Context: an optimization exercise on an open-source flow, tuned for a short achievable clock period and few clock cycles. The choices shown serve that exercise and are no tape-out recipe.
No run shown here included a check of the RTL's function; only the layout flow was run.

File: flow/run.sh
#!/bin/bash
# synth_recipe.tcl (not shown) runs the flow's synth.tcl, then flattens the netlist and writes it again
# the make line also repeats each setting of config.mk as NAME=value (left out here)
make -C /OpenROAD-flow-scripts/flow DESIGN_CONFIG=/design/flow/config.mk WORK_HOME=/design/flow/orfs CLKGATE_MAP_FILE= SYNTH_SCRIPT=/design/flow/synth_recipe.tcl finish
File: flow/config.mk
export PLATFORM = sky130hd
export DESIGN_NAME = cpu
export DESIGN_NICKNAME = cpu
export VERILOG_FILES = /design/flow/design.v
export SDC_FILE = /design/flow/constraint.sdc
export NUM_CORES = 4
export LEC_CHECK = 0
export CAP_MARGIN = 20
export CORE_MARGIN = 2
export CORE_UTILIZATION = 30
export SLEW_MARGIN = 20
File: flow/constraint.sdc
create_clock -name core_clock -period 10.0 [get_ports {clk}]
set_input_delay 2.0000 -clock core_clock [delete_from_list [all_inputs] [get_ports {clk}]]
set_output_delay 2.0000 -clock core_clock [all_outputs]
set_load 0.01 [all_outputs]
File: flow/design.v
module cpu (
	input clk,
	input reset,
	output [15:0] o_mem_addr,
	output o_mem_rd,
	output o_mem_wr,
	input  [15:0] i_mem_rddata,
	output [15:0] o_mem_wrdata
);
	logic [15:0] addr_q, wdata_q;
	logic        rd_q, wr_q;
	assign o_mem_addr   = addr_q;
	assign o_mem_rd     = rd_q;
	assign o_mem_wr     = wr_q;
	assign o_mem_wrdata = wdata_q;
	logic [15:0] lfa_q;      
	logic        fly_q;      
	logic        arv_q;      
	logic [15:0] arpc_q;     
	logic [1:0]  cnt_q;
	logic [15:0] qw_q [3];
	logic [15:0] qpc_q [3];
	logic       ldb_q, lda_q;
	logic [2:0] ldbd_q, ldad_q;
	logic [15:0] r_q [8];
	logic        n_q, z_q;
	logic [15:0] iw, ipc;
	assign iw  = qw_q[0];
	assign ipc = qpc_q[0];
	logic [3:0] op;
	logic       ii;
	logic [2:0] x, y;
	assign op = iw[3:0];
	assign ii = iw[4];
	assign x  = iw[7:5];
	assign y  = iw[10:8];
	logic [15:0] rx, ry, imm8, imm11, opb, sum, npc, target;
	assign rx = r_q[x];
	assign ry = r_q[y];
	assign imm8  = {{8{iw[15]}}, iw[15:8]};
	assign imm11 = {{5{iw[15]}}, iw[15:5]};
	assign opb = ii ? imm8 : ry;
	assign sum = (op[1]) ? rx - opb : rx + opb;
	assign npc = ipc + 16'd2;
	logic is_mv, is_alu, is_ld, is_st, is_hi, is_br, is_call;
	assign is_mv   = (op == 4'h0);
	assign is_alu  = (op == 4'h1) | (op == 4'h2) | (op == 4'h3);
	assign is_ld   = (op == 4'h4);
	assign is_st   = (op == 4'h5);
	assign is_hi   = (op == 4'h6);
	assign is_br   = (op == 4'h8) | (op == 4'h9) | (op == 4'hA) | (op == 4'hC);
	assign is_call = (op == 4'hC);
	logic use_x, use_y, hz;
	assign use_x = ~(op[3] & ii);
	assign use_y = ~ii & ~op[3] & ~op[2] | ~ii & (op == 4'h4 | op == 4'h5);
	logic hzb, hza;
	assign hzb = (use_x & (x == ldbd_q)) | (use_y & (y == ldbd_q)) | (is_call & (ldbd_q == 3'd7));
	assign hza = (use_x & (x == ldad_q)) | (use_y & (y == ldad_q)) | (is_call & (ldad_q == 3'd7));
	assign hz = (ldb_q & hzb) | (lda_q & hza);
	logic ex;    
	assign ex = (cnt_q != 2'd0) & ~hz;
	logic taken, redirect;
	assign taken = (op == 4'h8) | (op == 4'hC) | ((op == 4'h9) & z_q) | ((op == 4'hA) & n_q);
	assign target = ii ? npc + {imm11[14:0], 1'b0} : ((is_call & (x == 3'd7)) ? npc : rx);
	assign redirect = ex & is_br & taken & ~(ii & (iw[15:5] == 11'd0));
	logic        wex;
	logic [2:0]  wxi;
	logic [15:0] wxd;
	always_comb begin
		wex = ex & (is_mv | ((op == 4'h1) | (op == 4'h2)) | is_hi | is_call);
		wxi = is_call ? 3'd7 : x;
		if (is_mv)      wxd = ii ? imm8 : ry;
		else if (is_hi) wxd = {iw[15:8], rx[7:0]};
		else if (is_call) wxd = npc;
		else            wxd = sum;
	end
	logic [1:0] cnt_rm, cnt_n;
	logic       arv_n, memop, can_fetch;
	assign cnt_rm = cnt_q - {1'b0, ex};
	assign cnt_n  = redirect ? 2'd0 : cnt_rm + {1'b0, arv_q};
	assign arv_n  = fly_q & ~redirect;
	assign memop  = ex & (is_ld | is_st);
	assign can_fetch = ({1'b0, cnt_n} + {2'b0, arv_n}) <= 3'd2;
	always_ff @(posedge clk or posedge reset) begin
		if (reset) begin
			addr_q <= 16'd0;
			wdata_q <= 16'd0;
			rd_q <= 1'b1;
			wr_q <= 1'b0;
			lfa_q <= 16'd0;
			fly_q <= 1'b1;
			arv_q <= 1'b0;
			arpc_q <= 16'd0;
			cnt_q <= 2'd0;
			for (int i = 0; i < 3; i++) begin
				qw_q[i] <= 16'd0;
				qpc_q[i] <= 16'd0;
			end
			ldb_q <= 1'b0;
			lda_q <= 1'b0;
			ldbd_q <= 3'd0;
			ldad_q <= 3'd0;
			for (int i = 0; i < 8; i++) r_q[i] <= 16'd0;
			n_q <= 1'b0;
			z_q <= 1'b0;
		end else begin
			rd_q <= 1'b0;
			wr_q <= 1'b0;
			fly_q <= 1'b0;
			if (memop) begin
				addr_q <= ry;
				rd_q <= is_ld;
				wr_q <= is_st;
				wdata_q <= rx;
			end else if (redirect) begin
				addr_q <= target;
				lfa_q <= target;
				rd_q <= 1'b1;
				fly_q <= 1'b1;
			end else if (can_fetch) begin
				addr_q <= lfa_q + 16'd2;
				lfa_q <= lfa_q + 16'd2;
				rd_q <= 1'b1;
				fly_q <= 1'b1;
			end
			arv_q <= arv_n;
			arpc_q <= addr_q;
			cnt_q <= cnt_n;
			for (int i = 0; i < 3; i++) begin
				if (ex && i < 2) begin
					qw_q[i] <= qw_q[i+1];
					qpc_q[i] <= qpc_q[i+1];
				end
				if (arv_q && cnt_rm == i[1:0]) begin
					qw_q[i] <= i_mem_rddata;
					qpc_q[i] <= arpc_q;
				end
			end
			ldb_q <= ex & is_ld;
			ldbd_q <= x;
			lda_q <= ldb_q;
			ldad_q <= ldbd_q;
			for (int i = 0; i < 8; i++) begin
				if (lda_q && ldad_q == i[2:0]) r_q[i] <= i_mem_rddata;
				else if (wex && wxi == i[2:0]) r_q[i] <= wxd;
			end
			if (ex && is_alu) begin
				n_q <= sum[15];
				z_q <= (sum == 16'd0);
			end
		end
	end
endmodule
==> results of run 1 <==
stage by stage:
step	hold slack, ns	setup slack (ns)
6_report	0.388	2.98
5_1_grt	0.413	2.78
4_1_cts	0.391	3.17
3_5_place_dp	0.378	3.16
3_3_place_gp	0.374	3.44
2_1_floorplan	0.354	3.96
state kept, by name, summed over array words and instances (netlist names):
| signal | cells |
|---|---|
| wdata_q | 16 |
| n_q | 1 |
| arv_q | 1 |
| wr_q | 1 |
| cnt_q | 2 |
| ldad_q | 3 |
| addr_q | 16 |
| qw_q | 48 |
| arpc_q | 16 |
| lfa_q | 16 |
| ldbd_q | 3 |
| r_q | 128 |
| rd_q | 1 |
| qpc_q | 48 |
| lda_q | 1 |
| z_q | 1 |
| ldb_q | 1 |
| fly_q | 1 |
metal layers:
metal | vias to the layer above | global-route usage | wire length, microns
li1 | 7197 | - | -
met1 | 8251 | 0.302 | 29500
met2 | 949 | 0.340 | 31200
met3 | 180 | 0.0587 | 7470
met4 | 0 | 0.106 | 3480
met5 | - | 0 | 0
critical path: cells and delay by family, from the launching register on:
kind,cells,cell delay (ns)
DFF,1,0.89
xor gates and xnor gates,2,0.39
adders and majority gates,1,0.38
and+or+nand+nor,4,1.25
AOI/OAI and AO/OA,9,3.12
buffers and inverters,2,0.81
worst max path at each step:
stage	start	endpoint	slack, ns	cells after the start
global route	qw_q[0][10]	r_q[7][15]	2.78	18
floorplan	reset	addr_q[0]	3.96	1
CTS	qw_q[0][10]	r_q[6][15]	3.17	18
finish	qw_q[0][10]	r_q[7][15]	2.98	18
detailed placement	qw_q[0][10]	r_q[6][15]	3.16	18
global placement	qw_q[0][10]	r_q[5][15]	3.44	18
layout make-up:
cell class	count	area [sq um]	share of cell area
Antenna cell	2	5.00	0.000241
Clock buffer	50	1020	0.0494
Clock inverter	12	205	0.00990
Inverter	45	173	0.00833
Multi-Input combinational cell	1479	9970	0.481
Sequential cell	304	7620	0.367
Tap cell	782	978	0.0472
Timing Repair Buffer	83	758	0.0366
cells in the mapped netlist (25+ instances only):
master    instances  area share
xor2_1           45       0.022
o21ai_0         119       0.033
inv_1            41      0.0085
nand3_1          38       0.010
nor2_1          211       0.044
mux2_2           41       0.025
ha_1             38       0.026
xnor2_1          29       0.014
o22ai_1          36       0.012
a21oi_1         171       0.047
mux2i_1         110       0.061
dfrtp_1         302        0.42
nor3_1           25      0.0069
clkbuf_1         90       0.019
a22oi_1          70       0.029
nand2_1         165       0.034
o221a_2          35       0.022
logic make-up after synthesis:
kind of cell | after synthesis | share of synthesized area
compound gates | 619 | 0.224
buf+inv | 169 | 0.0366
xor+xnor | 75 | 0.0369
simple gates | 576 | 0.147
flops | 304 | 0.419
mux | 169 | 0.108
fa+ha+maj | 40 | 0.0284
==> impl_metrics.yaml, run 1 <==
yosys:
  synth_top_flop_cell: "dfrtp_1"
  syn_nets: 2010
  ys_types: 74
  synthArstFlopShare: 1.00
  synth_edf_count: 0
  synth_seq_cells: 304
  yosys_warnings: 4
  synth_cells: 1952
  synth_area_sq_mm: 0.0182
  ys_seq_area_frac: 0.419
  avgSynthCellArea_sq_um: 9.31
routing:
  drc: 0
  routed_wl_microns: 71700
  viasPerCell: 6.01
  wl_per_cell_microns: 26.0
  drtPass1Iterations: 8
  vias: 16600
  ant_nets: 0
  drtIter0Drc: 2003
layout:
  fin_util: 0.345
  layout_commonest_cell: "dfrtp_1"
  instances_no_fill: 2757
  final_area_sq_mm: 0.0207
  synthToLayoutAreaGrowth_pct: 14.0
  fin_nets: 2006
  nFillCells: 6015
  final_layout_size_suffix_gt1_frac: 0.110
  layout_common_cells: "297 x dfrtp_1, 208 x nor2_1, 171 x a21oi_1, 165 x nand2_1, 117 x o21ai_0"
critical_path:
  cp_max_fo: 30
  cp_cell_sequence: "buf_4 > inv_1 > a32o_1 > o32ai_1 > o21ai_0 > nor4_2 > and2_1 > nor2_1 > xnor2_1 > ha_1 > o21a_1 > o211ai_1 > a21oi_1 > o41ai_1 > xnor2_1 > and2_1 > a211oi_2 > o31ai_1"
  r2r-start: "qw_q[0][10]"
  regToRegSetupSlack_ns: 2.98
  max_stage_delay_ns: 0.89
  critPathArrivalTime_ns: 7.43
  rr_endpoint: "r_q[7][15]"
  crit_path_start_kind: "flip-flop"
  required_ns: 10.42
  rr_worst_depth: 18
  end_kind: "flip-flop"
  slowest_stage: "dfrtp_2"
  critical_path_class: "flip-flop to flip-flop"
hold_path:
  hold_depth: 0
  hp-start: "ldb_q"
  hold_path_class: "flip-flop to flip-flop"
  holdPathEnd: "lda_q"
clock_tree:
  cts_hold_buf: 0
  cts_buffer_depth: 3
  cts_made_buffers: 35
  cts_max_level: 2
  cts_root_buf: "clkbuf_16"
  clk_latency_ns: 0.57
  cts_sinks: 304
  clk_pin_slew_ns: 0.06
  cts-resized-gates: 0
  cts_tree: "yes"
  post-cts-setup-buffer-count: 0
timing:
  period_share: 0.702
  rsz0062_at_grt: "no"
  max_slew_margin: 0.139
  tightest_slew_ns: 1.29
  hold_violations: 0
  period_needed_ns: 7.02
  clock.fmax_mhz: 143
  setup_viol: 0
  drv_slew: 0
  skew_ns: 0.0275
  tns_ns: 0
grt:
  overflow: 0
  grt_pass1_vias: 16100
  grt_pass1_wl_microns: 107000
  grt_usage: 0.226
  grt_max_degree: 170
  antenna_found_initial: 3
floorplanning:
  num_rows: 90
  die_x_microns: 250
  dieArea_sq_mm: 0.0626
  start_util: 0.302
  ioPinCount: 52
  core_sq_mm: 0.0601
  die_h_microns: 250
place:
  dp_hpwl_microns: 50300
  dp.cells: 2690
  port_buffers: 51
  placed_area_sq_mm: 0.0195
  gp_congestion: 0.999
outcome:
  status: "timing/DRC/antenna clean"
run:
  maxCapViolations: 0
==> run 2, diff against run 1 <==
--- a/flow/config.mk
+++ b/flow/config.mk
@@ -8,4 +8,5 @@
 export CAP_MARGIN = 20
 export CORE_MARGIN = 2
 export CORE_UTILIZATION = 30
+export SETUP_SLACK_MARGIN = 5
 export SLEW_MARGIN = 20
==> impl_metrics.yaml, run 2 <==
clock_tree:
  cts_max_level: 2
  cts_tree: "yes"
  cts_made_buffers: 35
  cts_sinks: 304
  clk_pin_slew_ns: 0.06
  cts_hold_buf: 0
  clk_latency_ns: 0.56
  cts_root_buf: "clkbuf_16"
  cts_buffer_depth: 3
grt:
  grt_usage: 0.230
  overflow: 0
  grt_pass1_vias: 16200
  grt_pass1_wl_microns: 108000
  grt_max_degree: 170
  antenna_found_initial: 6
yosys:
  synth_edf_count: 0
  yosysMostFrequentCell: "dfrtp_1"
  synth_area_sq_mm: 0.0182
  syn_nets: 2010
  ys_types: 74
  yosysTopAreaCell: "dfrtp_1"
  synthTopCellsByArea: "dfrtp_1 42%, mux2i_1 6.1%, a21oi_1 4.7%"
  avgSynthCellArea_sq_um: 9.31
  synthTopCellsByCount: "302 x dfrtp_1, 211 x nor2_1, 171 x a21oi_1, 165 x nand2_1, 119 x o21ai_0"
  yosys_warnings: 4
  yosys.area.top_type_share: 0.416
  synthArstFlopShare: 1.00
  synth_top_flop_cell: "dfrtp_1"
  synth_seq_cells: 304
  ys_seq_area_frac: 0.419
  synth_cells: 1952
floorplanning:
  num_rows: 90
  core_sq_mm: 0.0601
  die_h_microns: 250
  start_util: 0.302
  dieArea_sq_mm: 0.0626
  ioPinCount: 52
  die_x_microns: 250
layout:
  final_layout_size_suffix_gt1_frac: 0.178
  synthToLayoutAreaGrowth_pct: 20.4
  nFillCells: 5934
  ff_latch_area_sq_mm: 0.00764
  layout_commonest_cell: "dfrtp_1"
  reg_top3: "r_q (128), qpc_q (48), qw_q (48)"
  multi_input_area_sq_mm: 0.0106
  layout_common_cells: "293 x dfrtp_1, 199 x nor2_1, 160 x nand2_1, 159 x a21oi_1, 108 x mux2i_1"
  fin_nets: 2052
  antennaDiodeCount: 0
  top_register: "r_q"
  largest_reg_flops: 128
routing:
  wl_per_cell_microns: 26.5
  ant_nets: 0
  viasPerCell: 6.07
  routed_wl_microns: 74200
  drtIter0Drc: 2229
  vias: 17000
  drtPass1Iterations: 8
  drc: 0
run:
  maxCapViolations: 0
timing:
  period_share: 0.493
  setup_viol: 0
  rsz0062_at_grt: "yes"
  drv_slew: 0
  hold_violations: 0
  clock.fmax_mhz: 203
  tns_ns: 0
  max_slew_margin: 0.158
  tightest_slew_ns: 1.26
  skew_ns: 0.0271
  period_needed_ns: 4.93
hold_path:
  hold_path_class: "flip-flop to flip-flop"
critical_path:
  end_kind: "flip-flop"
  critPathArrivalTime_ns: 5.40
  critical_path_class: "flip-flop to flip-flop"
  required_ns: 10.46
  cp_max_fo: 47
  crit_path_start_kind: "flip-flop"
outcome:
  status: "timing/DRC/antenna clean"
place:
  gp_congestion: 0.999
  port_buffers: 51
  dp_hpwl_microns: 50300
## run 2: cell counts after synthesis
Identical to the previous run, type by type.
## run 2: layout make-up
cell class                      count  share of cell area
Timing Repair Buffer              128              0.0579
Clock inverter                     12             0.00938
Inverter                           45             0.00852
Tap cell                          782              0.0447
Multi-Input combinational cell   1480               0.484
Sequential cell                   304               0.349
Clock buffer                       50              0.0468
## run 2: final timing paths
| path | start | to | slack (ns) | cells after the start |
|---|---|---|---|---|
| hold / removal | ldb_q | lda_q | 0.40 | 0 |
| hold reg to reg | ldb_q | lda_q | 0.40 | 0 |
| min in group asynchronous | reset | qpc_q[2][4] | 1.87 | 2 |
| setup / recovery | qw_q[0][9] | r_q[6][15] | 5.07 | 18 |
| setup reg to reg | qw_q[0][9] | r_q[6][15] | 5.07 | 18 |
| max in group asynchronous | reset | wdata_q[11] | 6.30 | 4 |
## run 2: critical path, stage by stage, from the launching register on
cell and delay (ns):
dfrtp_2 0.41, buf_12 0.20, nor2b_2 0.25, a221oi_1 0.56
o22ai_4 0.24, o21ai_1 0.47, nor2_1 0.12, a31oi_1 0.22
xor2_1 0.19, ha_1 0.30, and3_4 0.21, o211ai_1 0.13
a21oi_2 0.07, o41ai_4 0.42, xnor2_2 0.18, nor4b_4 0.34
a211oi_4 0.07, buf_6 0.17, o31ai_2 0.24
## run 2: kinds of logic (layout without fill, tap and decap cells)
group | Yosys count | count (layout) | synth area share
compound gates | 619 | 619 | 0.224
xor+xnor | 75 | 75 | 0.0369
fa+ha+maj | 40 | 40 | 0.0284
buf+inv | 169 | 235 | 0.0366
flops | 304 | 304 | 0.419
mux | 169 | 169 | 0.108
simple gates | 576 | 577 | 0.147
## run 2: layer usage
layer	wire length (microns)	share of wire	up-vias	GRT usage
met3	8230	0.11	210	0.0648
met5	46	0.00062	-	0
met1	29900	0.40	8456	0.305
met4	3700	0.050	8	0.109
met2	32300	0.43	1027	0.347
li1	-	-	7301	-
## run 2: stage by stage
| step | hold WS [ns] | cell area [sq um] | worst slack, ns | std cells | utilization |
|---|---|---|---|---|---|
| after floorplan | 0.354 | 18200 | 3.96 | 1952 | - |
| after CTS | 0.391 | 21200 | 4.98 | 2772 | 0.352 |
| final | 0.396 | 21900 | 5.07 | 2801 | 0.364 |
| after detailed placement | 0.378 | 19500 | 3.16 | 2690 | 0.324 |
| after global placement | 0.374 | 19500 | 3.44 | 2690 | 0.324 |
| after global routing | 0.413 | 21900 | 4.96 | 2801 | 0.364 |
## run 2: timing repair
action / 4_1_cts / 5_1_grt
resized for setup: 68 / 94
pin swaps: 14 / 23
cloned: 0 / 2
setup buffers: 20 / 27
hold endpoints to repair: 0 / 0
endpoints found under the setup margin: 143 / 92

re-timing with driven ports:
How much do the figures lean on ideal ports? The routed layouts below were timed once more, with nothing changed but the port constraints.
Step 1 sets driving cells, clkbuf_16 on the clock port and buf_2 on the other inputs (assumed; they add their load-dependent delay and slew).
Step 2 also shifts input and output timing later by t, the mid clock arrival at the registers, as if the neighbouring blocks saw the same clock.
Slacks: ideal / step 1 / step 2; pairs: ideal / step 1.
| run | t, ns | setup slack, ns | slew at the worst register clock pin (ns) |
|---|---|---|---|
| run 1 | 0.611 | 2.984 / 2.984 / 2.984 | 0.06 / 0.06 |
| run 2 | 0.609 | 5.065 / 5.065 / 5.065 | 0.06 / 0.06 |
After both steps setup and hold are still met in every run listed.
